Background: an optimization exercise with open tools, aiming at small area and a short achievable clock period. Do not read the settings as production practice. In this exercise RTL edits were held to simulation tests only and were not proved equivalent to the original. Power figures rest on the tool's default switching activity, not on a simulated workload.

==> 04-17 <==
==> flow/design.v <==
module rf_aoi222(input s0, input s1, input s2,
                 input [31:0] d0, input [31:0] d1, input [31:0] d2,
                 output [31:0] y);
    assign y = ~(({32{s0}} & d0) | ({32{s1}} & d1) | ({32{s2}} & d2));
endmodule
module rf_aoi22(input s0, input s1, input [31:0] d0, input [31:0] d1,
                output [31:0] y);
    assign y = ~(({32{s0}} & d0) | ({32{s1}} & d1));
endmodule
module rf_nand11(input [351:0] a, output [95:0] h);
    genvar i;
    generate
        for (i = 0; i < 32; i = i + 1) begin : g
            assign h[i]      = ~&{a[i], a[32+i], a[64+i], a[96+i]};
            assign h[32+i]   = ~&{a[128+i], a[160+i], a[192+i], a[224+i]};
            assign h[64+i]   = ~&{a[256+i], a[288+i], a[320+i]};
        end
    endgenerate
endmodule
module or3x32(input [95:0] h, output [31:0] y);
    assign y = h[31:0] | h[63:32] | h[95:64];
endmodule
module rf_read(input [31:0] sel, input [1023:0] q, output [95:0] h);
    wire [351:0] p;
    genvar k;
    generate
        for (k = 0; k < 10; k = k + 1) begin : g
            rf_aoi222 u(.s0(sel[3*k]), .s1(sel[3*k+1]), .s2(sel[3*k+2]),
                        .d0(q[3*k*32 +: 32]), .d1(q[(3*k+1)*32 +: 32]), .d2(q[(3*k+2)*32 +: 32]),
                        .y(p[k*32 +: 32]));
        end
    endgenerate
    rf_aoi22 u10(.s0(sel[30]), .s1(sel[31]), .d0(q[30*32 +: 32]), .d1(q[31*32 +: 32]),
                 .y(p[320 +: 32]));
    rf_nand11 un(.a(p), .h(h));
endmodule
module pg32(input [31:0] a, input [31:0] b, output [31:0] g, output [31:0] p);
    assign g = a & b;
    assign p = a ^ b;
endmodule
module xor32(input [31:0] a, input [31:0] b, output [31:0] y);
    assign y = a ^ b;
endmodule
module sk32(input [31:0] g0, input [31:0] p0, output [31:0] G);
    reg [31:0] g, p;
    integer l, i;
    always @(*) begin
        g = g0;
        p = p0;
        for (l = 0; l < 5; l = l + 1)
            for (i = 0; i < 32; i = i + 1)
                if ((i >> l) & 1) begin
                    g[i] = g[i] | (p[i] & g[((i >> l) << l) - 1]);
                    p[i] = p[i] & p[((i >> l) << l) - 1];
                end
    end
    assign G = g;
endmodule
module skand32(input [31:0] x, output [31:0] A);
    reg [31:0] p;
    integer l, i;
    always @(*) begin
        p = x;
        for (l = 0; l < 5; l = l + 1)
            for (i = 0; i < 32; i = i + 1)
                if ((i >> l) & 1)
                    p[i] = p[i] & p[((i >> l) << l) - 1];
    end
    assign A = p;
endmodule
module add32(input [31:0] a, input [31:0] b, output [31:0] s);
    wire [31:0] g, p, G;
    pg32 u0(.a(a), .b(b), .g(g), .p(p));
    sk32 u1(.g0(g), .p0(p), .G(G));
    xor32 u2(.a(p), .b({G[30:0], 1'b0}), .y(s));
endmodule
module add32c(input [31:0] a, input [31:0] b, input ci, output [31:0] s, output co);
    wire [31:0] g, p, G;
    pg32 u0(.a(a), .b(b), .g(g), .p(p));
    sk32 u1(.g0({g[31:1], g[0] | (p[0] & ci)}), .p0(p), .G(G));
    xor32 u2(.a(p), .b({G[30:0], ci}), .y(s));
    assign co = G[31];
endmodule
module inc4(input [31:0] x, output [31:0] y);
    wire [31:0] z;
    skand32 u0(.x({2'b11, x[31:2]}), .A(z));
    xor32 u1(.a(x), .b({z[28:0], 3'b100}), .y(y));
endmodule
module risc_kgp(input clk,
                input reset,
                output [31:0] imem_addr,
                input [31:0] imem_data,
                output [31:0] dmem_addr,
                output [31:0] dmem_wdata,
                output dmem_we,
                input [31:0] dmem_rdata);
    wire [31:0] instr = imem_data;
    wire [4:0]  op = instr[31:27];
    wire [4:0]  rs = instr[26:22];
    wire [4:0]  rt = instr[21:17];
    wire [4:0]  sh = instr[16:12];
    wire [3:0]  fn = instr[10:7];
    wire [31:0] imm = {{15{instr[16]}}, instr[16:0]};
    wire op_sh   = (op == 5'd1);
    wire op_lw   = (op == 5'd2);
    wire op_sw   = (op == 5'd3);
    wire op_addi = (op == 5'd4);
    wire op_comp = (op == 5'd5);
    wire op_br   = (op == 5'd7);
    wire op_bal  = (op == 5'd9);
    wire is_branch = (op == 5'd6) | op_br | (op == 5'd8) | op_bal;
    wire op_fn   = (op == 5'd0) | op_sh | op[4] | (op[3] & op[1]) | (op[3] & op[2]);
    reg [31:0] pc;
    assign imem_addr = pc;
    wire [31:0] pc4;
    inc4 pcinc(.x(pc), .y(pc4));
    reg  [31:0]   valid;
    wire [1023:0] rfq;
    wire        rf_we = ~(op_sw | (op == 5'd6) | op_br | (op == 5'd8));
    wire [4:0]  rf_wa = op_lw ? rt : (op_bal ? 5'd31 : rs);
    wire [31:0] rf_wd;
    wire [31:0] sel_a, sel_b;
    genvar gi;
    generate
        for (gi = 0; gi < 32; gi = gi + 1) begin : g_reg
            reg [31:0] q;
            always @(posedge clk)
                if (rf_we & (rf_wa == gi)) q <= rf_wd;
            assign rfq[gi*32 +: 32] = q;
            assign sel_a[gi] = valid[gi] & (rs == gi);
            assign sel_b[gi] = valid[gi] & (rt == gi);
        end
    endgenerate
    always @(posedge clk or posedge reset) begin
        if (reset)
            valid <= 32'd0;
        else if (rf_we)
            valid[rf_wa] <= 1'b1;
    end
    wire [95:0] ha, hb;
    wire [31:0] ra, rb, ra_addr;
    rf_read rda(.sel(sel_a), .q(rfq), .h(ha));
    rf_read rdb(.sel(sel_b), .q(rfq), .h(hb));
    or3x32 ora(.h(ha), .y(ra));
    or3x32 ora2(.h(ha), .y(ra_addr));
    or3x32 orb(.h(hb), .y(rb));
    wire [31:0] addr;
    add32 aadd(.a(ra_addr), .b(imm), .s(addr));
    wire [31:0] X = op_sh ? {27'd0, sh} : ((op_addi | op_comp) ? imm : rb);
    wire        op_neg = (op_fn & (fn == 4'd1)) | op_comp;
    wire [31:0] sum;
    wire        carry;
    add32c alu_add(.a(ra & {32{~op_neg}}), .b(X ^ {32{op_neg}}), .ci(op_neg), .s(sum), .co(carry));
    wire        sh_left = (fn == 4'd4);
    wire        sh_arith = (fn == 4'd6);
    wire        sh_big = |X[31:5];
    wire        fill = sh_arith & ra[31];
    reg  [31:0] ra_rev;
    integer j;
    always @(*) for (j = 0; j < 32; j = j + 1) ra_rev[j] = ra[31 - j];
    wire [31:0] sh_in = sh_left ? ra_rev : ra;
    wire [63:0] sh_ext = {{32{fill}}, sh_in};
    wire [31:0] sh_r = sh_ext >> X[4:0];
    wire [31:0] sh_rr = sh_big ? {32{fill}} : sh_r;
    reg  [31:0] sh_out_rev;
    always @(*) for (j = 0; j < 32; j = j + 1) sh_out_rev[j] = sh_rr[31 - j];
    wire [31:0] sh_out = sh_left ? sh_out_rev : sh_rr;
    reg [31:0] alu;
    always @(*) begin
        if (op_fn) begin
            case (fn)
                4'd2: alu = ra & X;
                4'd3: alu = ra ^ X;
                4'd4, 4'd5, 4'd6: alu = sh_out;
                default: alu = sum;
            endcase
        end else
            alu = sum;
    end
    assign rf_wd = op_lw ? dmem_rdata : (op_bal ? pc4 : alu);
    assign dmem_addr  = addr;
    assign dmem_wdata = rb;
    assign dmem_we    = op_sw;
    wire zero = (ra == 32'd0);
    wire sign = ra[31];
    reg  cond;
    always @(*) begin
        case (rt)
            5'd1: cond = carry;
            5'd2: cond = ~carry;
            5'd3: cond = zero;
            5'd4: cond = sign;
            5'd5: cond = ~zero;
            default: cond = 1'b1;
        endcase
    end
    wire taken = is_branch & cond;
    wire [31:0] pc_off = taken ? (op_br ? ra : imm) : 32'd0;
    wire [31:0] next_pc;
    add32 tadd(.a(pc4), .b(pc_off), .s(next_pc));
    always @(posedge clk or posedge reset) begin
        if (reset)
            pc <= 32'd0;
        else
            pc <= next_pc;
    end
endmodule
==> flow/flow/run.sh <==
#!/bin/bash
# Own layout flow: the standard ORFS flow (standard.sh, standard synthesis
# unchanged) with different optimisation settings:
#  - timing repair aims for a setup margin, so that the resizer works on the
#    input-to-output paths even though the 30 ns clock is met without it;
#  - ports are buffered with buf_2 rather than the default delay cell (the
#    resizer upsizes the ones on critical paths);
#  - a clock tree with fewer, larger leaf clusters and no dummy loads;
#  - no gate cloning in timing repair: after global routing nothing repairs
#    the slew of a net that a far-placed clone lengthens.
# Every ORFS step keeps its own full log under orfs/logs/; make's output is in
# run_make.log.
set -euo pipefail
cd "$(dirname "$0")/.."
MARGIN=${MARGIN:-13.9}
export CTS_ARGS="-sink_clustering_enable -repair_clock_nets -dont_use_dummy_load -buf_list {sky130_fd_sc_hd__clkbuf_16} -root_buf sky130_fd_sc_hd__clkbuf_16 -sink_clustering_size 24 -sink_clustering_max_diameter 120"
bash standard.sh \
    SETUP_SLACK_MARGIN=$MARGIN \
    SKIP_GATE_CLONING=1 \
    "BUFFER_PORTS_ARGS=-buffer_cell sky130_fd_sc_hd__buf_2" \
    finish > run_make.log 2>&1
==> flow/standard.sh <==
#!/bin/bash
# synth_recipe.tcl (not shown) runs the flow's synth.tcl, then flattens the netlist and writes it again
# the make line also repeats each setting of config.mk as NAME=value (left out here)
make -C /OpenROAD-flow-scripts/flow DESIGN_CONFIG=/design/flow/config.mk WORK_HOME=/design/flow/orfs CLKGATE_MAP_FILE= SYNTH_SCRIPT=/design/flow/synth_recipe.tcl "${@:-finish}"
==> flow/config.mk <==
export PLATFORM = sky130hd
export DESIGN_NAME = risc_kgp
export DESIGN_NICKNAME = risc_kgp
export VERILOG_FILES = /design/flow/design.v
export SDC_FILE = /design/flow/constraint.sdc
export NUM_CORES = 4
export LEC_CHECK = 0
export CAP_MARGIN = 20
export CORE_MARGIN = 2
export CORE_UTILIZATION = 40
export SLEW_MARGIN = 20
export SYNTH_HIERARCHICAL = 1
==> flow/constraint.sdc <==
create_clock -name core_clock -period 30.0 [get_ports {clk}]
set_input_delay 6.0000 -clock core_clock [delete_from_list [all_inputs] [get_ports {clk}]]
set_output_delay 6.0000 -clock core_clock [all_outputs]
set_load 0.01 [all_outputs]
==> 08-04: changes against 04-17 <==
--- a/flow/design.v
+++ b/flow/design.v
@@ -76,8 +76,13 @@
 endmodule
-module add32c(input [31:0] a, input [31:0] b, input ci, output [31:0] s, output co);
+module add32c(input [31:0] a, input [31:0] b, output [31:0] s, output co);
     wire [31:0] g, p, G;
     pg32 u0(.a(a), .b(b), .g(g), .p(p));
-    sk32 u1(.g0({g[31:1], g[0] | (p[0] & ci)}), .p0(p), .G(G));
-    xor32 u2(.a(p), .b({G[30:0], ci}), .y(s));
+    sk32 u1(.g0(g), .p0(p), .G(G));
+    xor32 u2(.a(p), .b({G[30:0], 1'b0}), .y(s));
     assign co = G[31];
+endmodule
+module neg32(input [31:0] x, output [31:0] y);
+    wire [31:0] z;
+    skand32 u0(.x(~x), .A(z));
+    xor32 u1(.a(x), .b({~z[30:0], 1'b0}), .y(y));
 endmodule
@@ -148,7 +153,8 @@
     add32 aadd(.a(ra_addr), .b(imm), .s(addr));
-    wire [31:0] X = op_sh ? {27'd0, sh} : ((op_addi | op_comp) ? imm : rb);
-    wire        op_neg = (op_fn & (fn == 4'd1)) | op_comp;
+    wire [31:0] X = op_sh ? {27'd0, sh} : rb;
     wire [31:0] sum;
     wire        carry;
-    add32c alu_add(.a(ra & {32{~op_neg}}), .b(X ^ {32{op_neg}}), .ci(op_neg), .s(sum), .co(carry));
+    add32c alu_add(.a(ra), .b(X), .s(sum), .co(carry));
+    wire [31:0] neg;
+    neg32 alu_neg(.x(op_comp ? imm : X), .y(neg));
     wire        sh_left = (fn == 4'd4);
@@ -171,2 +177,3 @@
             case (fn)
+                4'd1: alu = neg;
                 4'd2: alu = ra & X;
@@ -176,4 +183,6 @@
             endcase
-        end else
-            alu = sum;
+        end else if (op_comp)
+            alu = neg;
+        else
+            alu = addr;
     end
@@ -197,5 +206,4 @@
     wire taken = is_branch & cond;
-    wire [31:0] pc_off = taken ? (op_br ? ra : imm) : 32'd0;
-    wire [31:0] next_pc;
-    add32 tadd(.a(pc4), .b(pc_off), .s(next_pc));
+    wire [31:0] target;
+    add32 tadd(.a(pc4), .b(op_br ? ra : imm), .s(target));
     always @(posedge clk or posedge reset) begin
@@ -204,4 +212,4 @@
         else
-            pc <= next_pc;
-    end
-endmodule
+            pc <= taken ? target : pc4;
+    end
+endmodule
==> flow/flow/run.sh (replaced) <==
#!/bin/bash
# Own layout flow: the standard ORFS flow (standard.sh, standard synthesis
# unchanged) with different optimisation settings:
#  - timing repair aims for a setup margin, so that the resizer works on the
#    input-to-output paths even though the 30 ns clock is met without it;
#  - ports are buffered with buf_4 rather than the default delay cell;
#  - a clock tree of clkbuf_8 leaf buffers without dummy loads.
# Every ORFS step keeps its own full log under orfs/logs/; make's output is in
# run_make.log.
set -euo pipefail
cd "$(dirname "$0")/.."
MARGIN=${MARGIN:-15}
export CTS_ARGS="-sink_clustering_enable -repair_clock_nets -dont_use_dummy_load -buf_list {sky130_fd_sc_hd__clkbuf_8 sky130_fd_sc_hd__clkbuf_16} -root_buf sky130_fd_sc_hd__clkbuf_16"
bash standard.sh \
    SETUP_SLACK_MARGIN=$MARGIN \
    "BUFFER_PORTS_ARGS=-buffer_cell sky130_fd_sc_hd__buf_4" \
    finish > run_make.log 2>&1
- CORE_UTILIZATION: 40 -> 45
==> 11-24: changes against 04-17 <==
--- a/flow/design.v
+++ b/flow/design.v
@@ -76,8 +76,13 @@
 endmodule
-module add32c(input [31:0] a, input [31:0] b, input ci, output [31:0] s, output co);
+module add32c(input [31:0] a, input [31:0] b, output [31:0] s, output co);
     wire [31:0] g, p, G;
     pg32 u0(.a(a), .b(b), .g(g), .p(p));
-    sk32 u1(.g0({g[31:1], g[0] | (p[0] & ci)}), .p0(p), .G(G));
-    xor32 u2(.a(p), .b({G[30:0], ci}), .y(s));
+    sk32 u1(.g0(g), .p0(p), .G(G));
+    xor32 u2(.a(p), .b({G[30:0], 1'b0}), .y(s));
     assign co = G[31];
+endmodule
+module neg32(input [31:0] x, output [31:0] y);
+    wire [31:0] z;
+    skand32 u0(.x(~x), .A(z));
+    xor32 u1(.a(x), .b({~z[30:0], 1'b0}), .y(y));
 endmodule
@@ -148,7 +153,8 @@
     add32 aadd(.a(ra_addr), .b(imm), .s(addr));
-    wire [31:0] X = op_sh ? {27'd0, sh} : ((op_addi | op_comp) ? imm : rb);
-    wire        op_neg = (op_fn & (fn == 4'd1)) | op_comp;
+    wire [31:0] X = op_sh ? {27'd0, sh} : rb;
     wire [31:0] sum;
     wire        carry;
-    add32c alu_add(.a(ra & {32{~op_neg}}), .b(X ^ {32{op_neg}}), .ci(op_neg), .s(sum), .co(carry));
+    add32c alu_add(.a(ra), .b(X), .s(sum), .co(carry));
+    wire [31:0] neg;
+    neg32 alu_neg(.x(op_comp ? imm : X), .y(neg));
     wire        sh_left = (fn == 4'd4);
@@ -171,2 +177,3 @@
             case (fn)
+                4'd1: alu = neg;
                 4'd2: alu = ra & X;
@@ -176,4 +183,6 @@
             endcase
-        end else
-            alu = sum;
+        end else if (op_comp)
+            alu = neg;
+        else
+            alu = addr;
     end
@@ -197,5 +206,4 @@
     wire taken = is_branch & cond;
-    wire [31:0] pc_off = taken ? (op_br ? ra : imm) : 32'd0;
-    wire [31:0] next_pc;
-    add32 tadd(.a(pc4), .b(pc_off), .s(next_pc));
+    wire [31:0] target;
+    add32 tadd(.a(pc4), .b(op_br ? ra : imm), .s(target));
     always @(posedge clk or posedge reset) begin
@@ -204,4 +212,4 @@
         else
-            pc <= next_pc;
-    end
-endmodule
+            pc <= taken ? target : pc4;
+    end
+endmodule
--- a/flow/flow/run.sh
+++ b/flow/flow/run.sh
@@ -7,5 +7,3 @@
 #    resizer upsizes the ones on critical paths);
-#  - a clock tree with fewer, larger leaf clusters and no dummy loads;
-#  - no gate cloning in timing repair: after global routing nothing repairs
-#    the slew of a net that a far-placed clone lengthens.
+#  - a clock tree with fewer, larger leaf clusters and no dummy loads.
 # Every ORFS step keeps its own full log under orfs/logs/; make's output is in
@@ -14,3 +12,3 @@
 cd "$(dirname "$0")/.."
-MARGIN=${MARGIN:-13.9}
+MARGIN=${MARGIN:-15}
 export CTS_ARGS="-sink_clustering_enable -repair_clock_nets -dont_use_dummy_load -buf_list {sky130_fd_sc_hd__clkbuf_16} -root_buf sky130_fd_sc_hd__clkbuf_16 -sink_clustering_size 24 -sink_clustering_max_diameter 120"
@@ -18,3 +16,2 @@
     SETUP_SLACK_MARGIN=$MARGIN \
-    SKIP_GATE_CLONING=1 \
     "BUFFER_PORTS_ARGS=-buffer_cell sky130_fd_sc_hd__buf_2" \
- CORE_UTILIZATION: 40 -> 45
==> run summary <==
| quantity | 08-04 | 04-17 | 11-24 |
|---|---|---|---|
| Multi-input gates | 2831 | 2704 | 2830 |
| Skew-Pair Late Insertion Delay | 0.74 ns | 0.72 ns | 0.70 ns |
| Met1 capacity usage during global routing | 0.4642 | 0.4054 | 0.4593 |
| Wirelength, routed | 255100 µm | 234100 µm | 254000 µm |
| Layout clock buffer count | 108 | 54 | 53 |
| Comb group | 1.65 mW | 1.55 mW | 1.64 mW |
| Sw frac | 0.3557 | 0.3693 | 0.3747 |
| Total via count in the routed design | 48266 | 45120 | 48235 |
| Count of plain and timing-repair buffers in the layout | 506 | 407 | 538 |
| Number of global-route vias before repair | 44855 | 41827 | 45033 |
| Setup repair bufs after CTS | 146 | 14 | 189 |
| Non-clk invs | 118 | 43 | 118 |
| Cell with the largest stage delay on the worst path | sky130_fd_sc_hd__o31ai_4 | sky130_fd_sc_hd__o31ai_4 | sky130_fd_sc_hd__a222oi_1 |
| Status | finished clean | finished clean | failed layout checks |
| Layout check failures | - | - | capacitance limit, slew limit |
| Worst clock skew on the final layout | 0.05341 ns | 0.08720 ns | 0.05817 ns |
| Cell count after synthesis | 4319 | 4150 | 4319 |
| Total CTS buffers | 108 | 54 | 53 |
| Area of combinational cells with multiple inputs | 23120 µm² | 21550 µm² | 23090 µm² |
| Drt pass-1 iters | 14 | 14 | 15 |
| Final Power | 4.822 mW | 4.387 mW | 4.437 mW |
| Overall die width | 357.9 µm | 376.4 µm | 357.9 µm |
| Clock network power | 1.16 mW | 787 µW | 786 µW |

## what the ideal ports hide
Ports are ideal in the flow. The routed layouts listed here were re-timed in OpenROAD.
Step 1 sets driving cells, clkbuf_16 on the clock port and buf_2 on the other inputs (assumed; they add their load-dependent delay and slew).
Step 2, shift: input delay + t, output delay - t, t = (earliest + latest rising clock arrival at the registers) / 2. This alone moves slack from input paths to output paths.
a / b / c = ideal ports / drivers / drivers and shift; a / b = the first two.
| run | t, ns | setup WS [ns] | worst hold slack (ns) | worst setup path at the end | worst register clock-pin slew, ns |
|---|---|---|---|---|---|
| 04-17 | 0.750 | 13.798 / 13.595 / 13.595 | 0.489 / 0.489 / 0.489 | input to output | 0.11 / 0.11 |
| 08-04 | 0.786 | 13.887 / 13.714 / 13.714 | 0.506 / 0.506 / 0.506 | input to output | 0.07 / 0.07 |
| 11-24 | 0.750 | 13.837 / 13.723 / 13.723 | 0.513 / 0.513 / 0.513 | input to output | 0.11 / 0.11 |
The setup slack of 04-17, which loses most, moves by -0.203 ns with the drivers and by -0.203 ns with both steps.
